From an optimization exercise on the open Yosys and OpenROAD flow, aimed at small area, a short achievable clock period and few clock cycles; shortcuts taken in it are not production practice.
Function was checked by simulation only, so behaviour that the tests miss may differ from the original.
Power figures rest on the tool's default switching activity, not on a simulated workload.

--- flow/run.sh ---
#!/bin/bash
# synth_recipe.tcl (not shown) runs the flow's synth.tcl, then flattens the netlist and writes it again
# the make line also repeats each setting of config.mk as NAME=value (left out here)
make -C /OpenROAD-flow-scripts/flow DESIGN_CONFIG=/design/flow/config.mk WORK_HOME=/design/flow/orfs CLKGATE_MAP_FILE= SYNTH_SCRIPT=/design/flow/synth_recipe.tcl finish
--- flow/config.mk ---
export PLATFORM = sky130hd
export DESIGN_NAME = CONV
export DESIGN_NICKNAME = CONV
export VERILOG_FILES = /design/flow/design.v
export SDC_FILE = /design/flow/constraint.sdc
export NUM_CORES = 4
export LEC_CHECK = 0
export CAP_MARGIN = 20
export CORE_MARGIN = 2
export CORE_UTILIZATION = 40
export SLEW_MARGIN = 20
--- flow/constraint.sdc ---
create_clock -name core_clock -period 10.0 [get_ports {clk}]
set_input_delay 2.0000 -clock core_clock [delete_from_list [all_inputs] [get_ports {clk}]]
set_output_delay 2.0000 -clock core_clock [all_outputs]
set_load 0.01 [all_outputs]
--- flow/design.v ---
`timescale 1ns/10ps
module  CONV(
  input		clk,
  input		reset,
  output	reg	busy,	
  input		ready,	  
  output reg	[11:0] iaddr,
  input		[19:0] idata,	
  output	reg  	cwr,
  output	reg [11:0]	caddr_wr,
  output	reg signed [19:0] 	cdata_wr,
  output	reg crd,
  output	reg[11:0] 	caddr_rd,
  input	  [19:0]	cdata_rd,
  output	reg [2:0] 	csel
);
integer i;
reg [5:0] window_x,window_y;
reg signed [19:0] op1;
reg [3:0] conv_cnt;
reg signed [19:0] kernel1[0:8];
reg signed [44:0] conv_out1;
wire signed [44:0] conv_out2;
wire signed [20:0] conv_out3; 
always@(posedge reset or posedge clk) begin
  if (reset)begin
    kernel1[0] = 20'h0A89E;
    kernel1[1] = 20'h092D5;
    kernel1[2] = 20'h06D43;
    kernel1[3] = 20'h01004;
    kernel1[4] = 20'hF8F71;
    kernel1[5] = 20'hF6E54;
    kernel1[6] = 20'hFA6D7;
    kernel1[7] = 20'hFC834;
    kernel1[8] = 20'hFAC19;
  end
end
reg [2:0] ns,cs; 
parameter INIT =3'b000; 
parameter MOVE=3'b001;
parameter CONV=3'b010;
parameter MAXPOOL=3'b011;
parameter LAYRER_0_FINISH=3'b100;
parameter MAXPOOL_STORE=3'b101;
always@(posedge clk or posedge reset)
begin
    if(reset)
        cs <= INIT ;
    else
        cs <= ns ;
end
always@(*)
begin
    case(cs)
        INIT:
            ns=MOVE;             
        MOVE:
			ns =CONV;
		CONV:
			if(conv_cnt == 4'd10 && (&caddr_wr)) 
				ns=LAYRER_0_FINISH;
			else if(conv_cnt == 4'd10)
				ns=MOVE;
			else
				ns=CONV;
    	LAYRER_0_FINISH:
            ns=MAXPOOL;
    	MAXPOOL:
            if(conv_cnt==4'd4)
                ns = MAXPOOL_STORE;
            else
                ns = MAXPOOL;
    	MAXPOOL_STORE:
            ns=MAXPOOL;
    	default:
            ns=INIT;
    endcase
end
always@(posedge reset or posedge clk) begin
  if (reset)begin
	window_x <= 6'd63;
	window_y <= 6'd63;
  end
  else if(ns == MOVE && (&window_x))begin
	window_x <= 6'd0;
	window_y <= window_y + 6'd1;
  end
  else if(ns == MOVE)begin
	window_x <= window_x + 6'd1;
	window_y <= window_y;
  end
  else begin
	window_x <= window_x;
	window_y <= window_y;
  end
end
always@(posedge reset or posedge clk) begin
  	if (reset)
		conv_cnt <= 0;
  	else if(ns == MOVE)
		conv_cnt <= 4'd15;
	else if(ns == LAYRER_0_FINISH || ns == MAXPOOL_STORE)
		conv_cnt <= 4'd0;
  	else if(ns == CONV || ns == MAXPOOL)
		conv_cnt <= conv_cnt + 4'd1;
end
always@(posedge reset or posedge clk) begin
  if (reset)begin
    busy <= 0;
  end
  else if(cs == MAXPOOL_STORE && caddr_wr == 1023)begin
    busy <= 0;
  end
  else if(cs==INIT)begin
    busy <= 1;
  end
end
always@(posedge reset or posedge clk) begin
  if (reset)begin
    cwr <= 1'b0;
  end
  else if(ns == MOVE || ns == LAYRER_0_FINISH)begin
    cwr <= 1'b1;
  end
  else if(ns == MAXPOOL_STORE)begin
    cwr <= 1'b1;
  end
  else begin
    cwr <= 1'b0;
  end
end
always@(posedge reset or posedge clk) begin
  if (reset)begin
    csel <= 2'b00;
  end
  else if(ns == CONV || ns == MOVE || ns == LAYRER_0_FINISH)begin
    csel <= 2'b01;
  end
  else if(ns == MAXPOOL)begin
    csel <= 2'b01;
  end
  else if(ns == MAXPOOL_STORE)begin
    csel <= 2'b11;
  end
end
always@(posedge reset or posedge clk) begin
  if (reset)begin
    caddr_wr <= 0;
  end
  else if(ns == CONV)begin
    caddr_wr <= {window_y,window_x};
  end
  else if(ns == MAXPOOL_STORE && caddr_rd == 65)begin
    caddr_wr <= 0;
  end
  else if(ns == MAXPOOL_STORE)begin
    caddr_wr <= caddr_wr + 1;
  end
end
always@(posedge reset or posedge clk)begin
	if(reset)
		op1 <= 0;
	else if(ns==CONV && conv_cnt<4'd9)begin 
		case (conv_cnt)
			4'd0:begin
				if(window_x == 6'd0 || window_y == 6'd0)
					op1 <= 0;
				else
					op1 <= idata;
			end 
			4'd1:begin
				if(window_y == 6'd0)
					op1 <= 0;
				else
					op1 <= idata;
			end
			4'd2:begin
				if(window_x == 6'd63 || window_y == 6'd0)
					op1 <= 0;
				else
					op1 <= idata;
			end
			4'd3:begin
				if(window_x == 6'd0)
					op1 <= 0;
				else
					op1 <= idata;
			end
			4'd4:begin
				op1 <= idata;
			end
			4'd5:begin
				if(window_x == 6'd63)
					op1 <= 0;
				else
					op1 <= idata;
			end
			4'd6:begin
				if(window_x == 6'd0 || window_y == 6'd63)
					op1 <= 0;
				else
					op1 <= idata;
			end
			4'd7:begin
				if(window_y == 6'd63)
					op1 <= 0;
				else
					op1 <= idata;
			end
			4'd8:begin
				if(window_x == 6'd63 || window_y == 6'd63)
					op1 <= 0;
				else
					op1 <= idata;
			end
			default: 
				op1 <= 0;
		endcase
  end
	else
		op1 <= 0;
end
always@(posedge reset or posedge clk)begin
	if(reset)
		conv_out1 <= 0;
	else if(ns==CONV && conv_cnt != 4'd0 && conv_cnt<4'd10) 
		conv_out1 <= conv_out1 + op1*kernel1[conv_cnt-1];
	else
		conv_out1 <= 0;
end
assign  conv_out2 = conv_out1 + {20'h01310,16'h0};
assign  conv_out3 = conv_out2[35:15]+20'd1; 
always@(posedge reset or posedge clk) begin
  if (reset)begin
    cdata_wr <= 0;
  end
  else if(ns == MOVE || ns == LAYRER_0_FINISH)begin
		if(conv_out2[35])
			cdata_wr <= 20'd0 ;
		else
			cdata_wr <= conv_out3[20:1] ; 
	end
  else if(ns == MAXPOOL && conv_cnt == 4'd0)begin
    cdata_wr <= cdata_rd;
  end
  else if(ns == MAXPOOL && cdata_wr < cdata_rd)begin
    cdata_wr <= cdata_rd;
  end
end
always@(posedge reset or posedge clk) begin
  	if(reset)
    	iaddr <= 0;
	else if(ns == CONV)begin
		case(conv_cnt)
			4'd15: iaddr <= {window_y-6'd1,window_x-6'd1};
			4'd0:  iaddr <= {window_y-6'd1,window_x};
			4'd1:  iaddr <= {window_y-6'd1,window_x+6'd1};
			4'd2:  iaddr <= {window_y,window_x-6'd1};
			4'd3:  iaddr <= {window_y,window_x};
			4'd4:  iaddr <= {window_y,window_x+6'd1};
			4'd5:  iaddr <= {window_y+6'd1,window_x-6'd1};
			4'd6:  iaddr <= {window_y+6'd1,window_x};
			4'd7:  iaddr <= {window_y+6'd1,window_x+6'd1};
			default: iaddr <= 12'd0;
		endcase
	end
end
always@(posedge reset or posedge clk) begin
  	if(reset)
    	caddr_rd <= 0;
	else if (ns == LAYRER_0_FINISH)begin
		caddr_rd <= 0;
	end
  	else if(ns == MAXPOOL)begin
    	case (conv_cnt)
    	  4'd0: caddr_rd <= caddr_rd+1;
    	  4'd1: caddr_rd <= caddr_rd+63;
    	  4'd2: caddr_rd <= caddr_rd+1;
    	  4'd3:begin 
    	    if(&caddr_rd[6:0])
    	      caddr_rd <= caddr_rd +1;
    	    else
    	      caddr_rd <= caddr_rd-63;
    	  end
    	  default: caddr_rd <= caddr_rd;
    	endcase
  end
end
always@(posedge reset or posedge clk) begin
  if (reset)begin
    crd <= 0;
  end
  else if(ns == CONV || ns == MAXPOOL)begin
    crd <= 1;
  end
  else begin
    crd <= 0;
  end
end
endmodule
==> impl_metrics.env <==
export IMPL_status="complete, no violations"
export IMPL_critPathCaptureType="register"
export IMPL_gr_total_overflow=0
export IMPL_r2r_setup_slack_ps=530
export IMPL_skew_ps=12.6
export IMPL_sw_frac_of_total=0.286
export IMPL_met1_usage=0.270
export IMPL_route_detailed_drc=0
export IMPL_max_freq_ghz=0.106
export IMPL_drive_above_1_share=0.0490
export IMPL_tns_ps=0
export IMPL_reg2reg_to="conv_out1[35]$_DFF_PP0_"
export IMPL_grt_start_max_net_pins=71
export IMPL_hold_viol=0
export IMPL_synth_edf_count=0
export IMPL_intPower_mw=1.02
export IMPL_worst_path_max_delay_cell="fa_1"
export IMPL_path_common_cell="fa_1"
export IMPL_timing_worst_setup_path_type="reg2reg"
export IMPL_crit_fanout=13
export IMPL_die_h_um=251
export IMPL_synthToLayoutAreaGrowth_pct=9.91
export IMPL_p_total_mw=1.43
export IMPL_port_buffer_count=102
export IMPL_cts_buffer_depth=2
export IMPL_switchingPower_mw=0.409
export IMPL_drt_pass1_iter_count=5
export IMPL_drv_cap=0
export IMPL_gp_congestion=0.882
export IMPL_layout_min_cycle_time_ps=9470
export IMPL_dr_first_iter_drc_count=1056
export IMPL_slew_headroom=0.310
export IMPL_slew_viol_final=0
export IMPL_dp_cells=3584
export IMPL_hold_depth=2
export IMPL_p_per_area_mw_per_mm2=53.6
export IMPL_via_per_inst=5.20
export IMPL_ys_types=91
export IMPL_syn_num_nets=3399
export IMPL_startpoint_type="register"
export IMPL_ctsHtreeMaxLevel=4
export IMPL_pre_cts_ws_ps=498
export IMPL_nNetsFinal=3445
export IMPL_ir_drop_mv=0.0986
export IMPL_yosysTopAreaCell="fa_1"
export IMPL_top_usage_layer="met2"
export IMPL_power_leakage_nw=13.8
export IMPL_netlist_instances=2777
export IMPL_seqPwrFrac=0.424
export IMPL_hold_start="iaddr[11]$_DFFE_PP0P_"
export IMPL_yosysWarningCount=2
export IMPL_coreArea_sq_mm=0.0602
export IMPL_io_pins=105
export IMPL_rsz0062_at_grt="no"
export IMPL_finalNonFillerCells=3618
export IMPL_max_slew_worst_pin_slew_ps=1030
export IMPL_hold_class="reg2reg"
export IMPL_cts_root_buf="clkbuf_16"
export IMPL_avgSynthCellArea_sq_um=8.75
export IMPL_cts_clk_slew_worst_paths_ps=70
export IMPL_crit_path_start="conv_cnt[1]$_DFFE_PP0P_"
export IMPL_rows=90
export IMPL_wirelength_um=63100
export IMPL_finalCritPeriodShare=0.947
export IMPL_cp_arrival_ps=9790
export IMPL_cts_tree="done"
export IMPL_die_x_um=251
export IMPL_wl_per_cell_um=17.4
export IMPL_rr_worst_depth=32
export IMPL_critPathTopFamily="adder cells"
export IMPL_grt_use_met2=0.366
export IMPL_min_to="iaddr[11]$_DFFE_PP0P_"
export IMPL_setup_viol=0
export IMPL_hold_ws_ps=486
export IMPL_grt_first_pass_wirelength_um=106000
export IMPL_ys_seq_elements=136
export IMPL_antenna_found_initial=0
export IMPL_yosys_most_used_dff="dfrtp_1"
export IMPL_critical_path_max_stage_delay_ps=580
export IMPL_dieArea_sq_mm=0.0628
export IMPL_synth_area_top_cells="fa_1, dfrtp_1, inv_1"
export IMPL_postSynth_asyncResetShare=1.00
export IMPL_synth_common_cells="inv_1, fa_1, nand2_1, and2_1, ha_1"
export IMPL_clk_latency_ps=450
export IMPL_synth_yosys_seq_area_share=0.141
export IMPL_antenna_left=0
export IMPL_crit_required_ps=10320
export IMPL_p_comb_frac=0.137
export IMPL_vias=18800
export IMPL_cts_sinks=136
export IMPL_initial_core_util=0.404
export IMPL_grtUsageTotal=0.211
export IMPL_cts_made_buffers=17
export IMPL_netlist_area_sq_mm=0.0243
export IMPL_crit_buf_inv=7
export IMPL_grt_pass1_vias=20400
export IMPL_met3_usage=0.0313
export IMPL_synth_top_area_frac=0.346
export IMPL_clkPwrFrac=0.438
export IMPL_reg2reg_from="conv_cnt[1]$_DFFE_PP0P_"
export IMPL_setup_ws_ps=534
export IMPL_yosysMostFrequentCell="inv_1"
export IMPL_n_antenna_cell=0
export IMPL_dp_hpwl_um=50400
-- worst min-delay path: stages, from the launching register on --
cell and delay, ps:
dfrtp_1 350, nand2_1 60, nand2_1 50
-- routing by layer --
metal | vias to the layer above | routed length [um]
li1 | 8630 | -
met1 | 9576 | 26700
met2 | 485 | 31600
met3 | 110 | 2710
met4 | 0 | 2060
met5 | - | 0
-- stage by stage --
step	util	instance area (sq um)
floorplan	-	24300
global placement	0.434	26100
detailed placement	0.434	26100
CTS	0.443	26700
global route	0.444	26700
finish	0.444	26700
-- power groups by stage --
stage | registers, mW | logic [mW] | clock network, mW
final | 0.608 | 0.197 | 0.628
after global routing | 0.612 | 0.219 | 0.664
after CTS | 0.609 | 0.200 | 0.643
after detailed placement | 0.619 | 0.199 | 0
after global placement | 0.616 | 0.192 | 0
after floorplan | 0.625 | 0.0823 | 0
-- state kept, by name, indices dropped and copies added (netlist names) --
name / flops
iaddr: 12
caddr_wr: 12
op1: 20
window_y: 6
conv_out1: 36
caddr_rd: 12
window_x: 6
conv_cnt: 4
crd: 1
busy: 1
csel: 2
cwr: 1
cdata_wr: 20
cs: 3
-- cells in the final DEF (no fill, tap or decap), drive strengths merged, types with 11 or more instances in the layout --
cell type,n
nand4,17
ha,159
a21oi,81
dfstp,12
o21a,12
xnor2,66
a21o,24
and2,171
xor2,25
clkdlybuf4s50,102
o22ai,11
nand2b,18
fa,420
clkbuf,17
nand3,32
buf,38
or3,19
nor3,39
mux2,21
a221o,11
a31oi,11
nor2,116
o21ai,115
and3,39
nand2,291
inv,678
a211oi,12
dfrtp,124
-- final cells by class --
class | count | area, sq um
clock inverter | 15 | 135
inverter | 670 | 2520
clock buffer | 17 | 425
timing repair buffer | 140 | 1310
sequential | 136 | 3420
tap | 782 | 978
multi-input combinational | 1858 | 17900
fill | 5857 | 33500
-- worst max-delay path by stage --
| stage | to | slack (ps) | depth (start not counted) |
|---|---|---|---|
| floorplan | conv_out1[34]$_DFF_PP0_ | 1660 | 30 |
| global placement | conv_out1[35]$_DFF_PP0_ | 560 | 27 |
| detailed placement | conv_out1[33]$_DFF_PP0_ | 500 | 32 |
| CTS | conv_out1[33]$_DFF_PP0_ | 430 | 32 |
| global route | conv_out1[33]$_DFF_PP0_ | 7 | 32 |
| finish | conv_out1[35]$_DFF_PP0_ | 530 | 32 |
-- timing repair --
item                       CTS  global route
hold buffers                 0             0
setup endpoints to repair    0             5
resized for setup            0             1
setup buffers                0             2
-- cells by family after synthesis --
logic type,after synthesis,synth area share
buffers and inverters,783,0.124
multiplexers,27,0.0122
flip-flops,136,0.141
AO/OA/AOI/OAI,361,0.0986
AND/OR/NAND/NOR,798,0.163
XOR/XNOR,92,0.0340
other,1,0.000154
adder cells (fa/ha/maj),579,0.428
Testbench counts, summed over its fixed seeds: cycles 1,736,792.

==> separate check: timing with driven ports <==
In the flow no input, the clock included, has a driving cell. The finished layout below was timed again as built, in two steps. Step 1 assumes that a clkbuf_16 drives the clock port and a buf_2 every other input. Step 2 adds t to the input delays and takes it off the output delays; t is the mean of the earliest and latest rising clock arrival at the registers after step 1. Input paths then give back, and output paths get back, about the clock's delay inside the block. a / b / c = ideal / step 1 / step 2; a / b = the first two.
t, ns: 0.497
setup slack, ns: 0.534 / 0.534 / 0.534
worst setup path after step 2: register to register
latest minus earliest clock arrival (ns): 0.014 / 0.013
worst data-port slew with drivers (ns): 0.04
After both steps this run still meets setup and hold. The setup slack of this run moves by 0.000 ns with the drivers and by 0.000 ns with both steps.
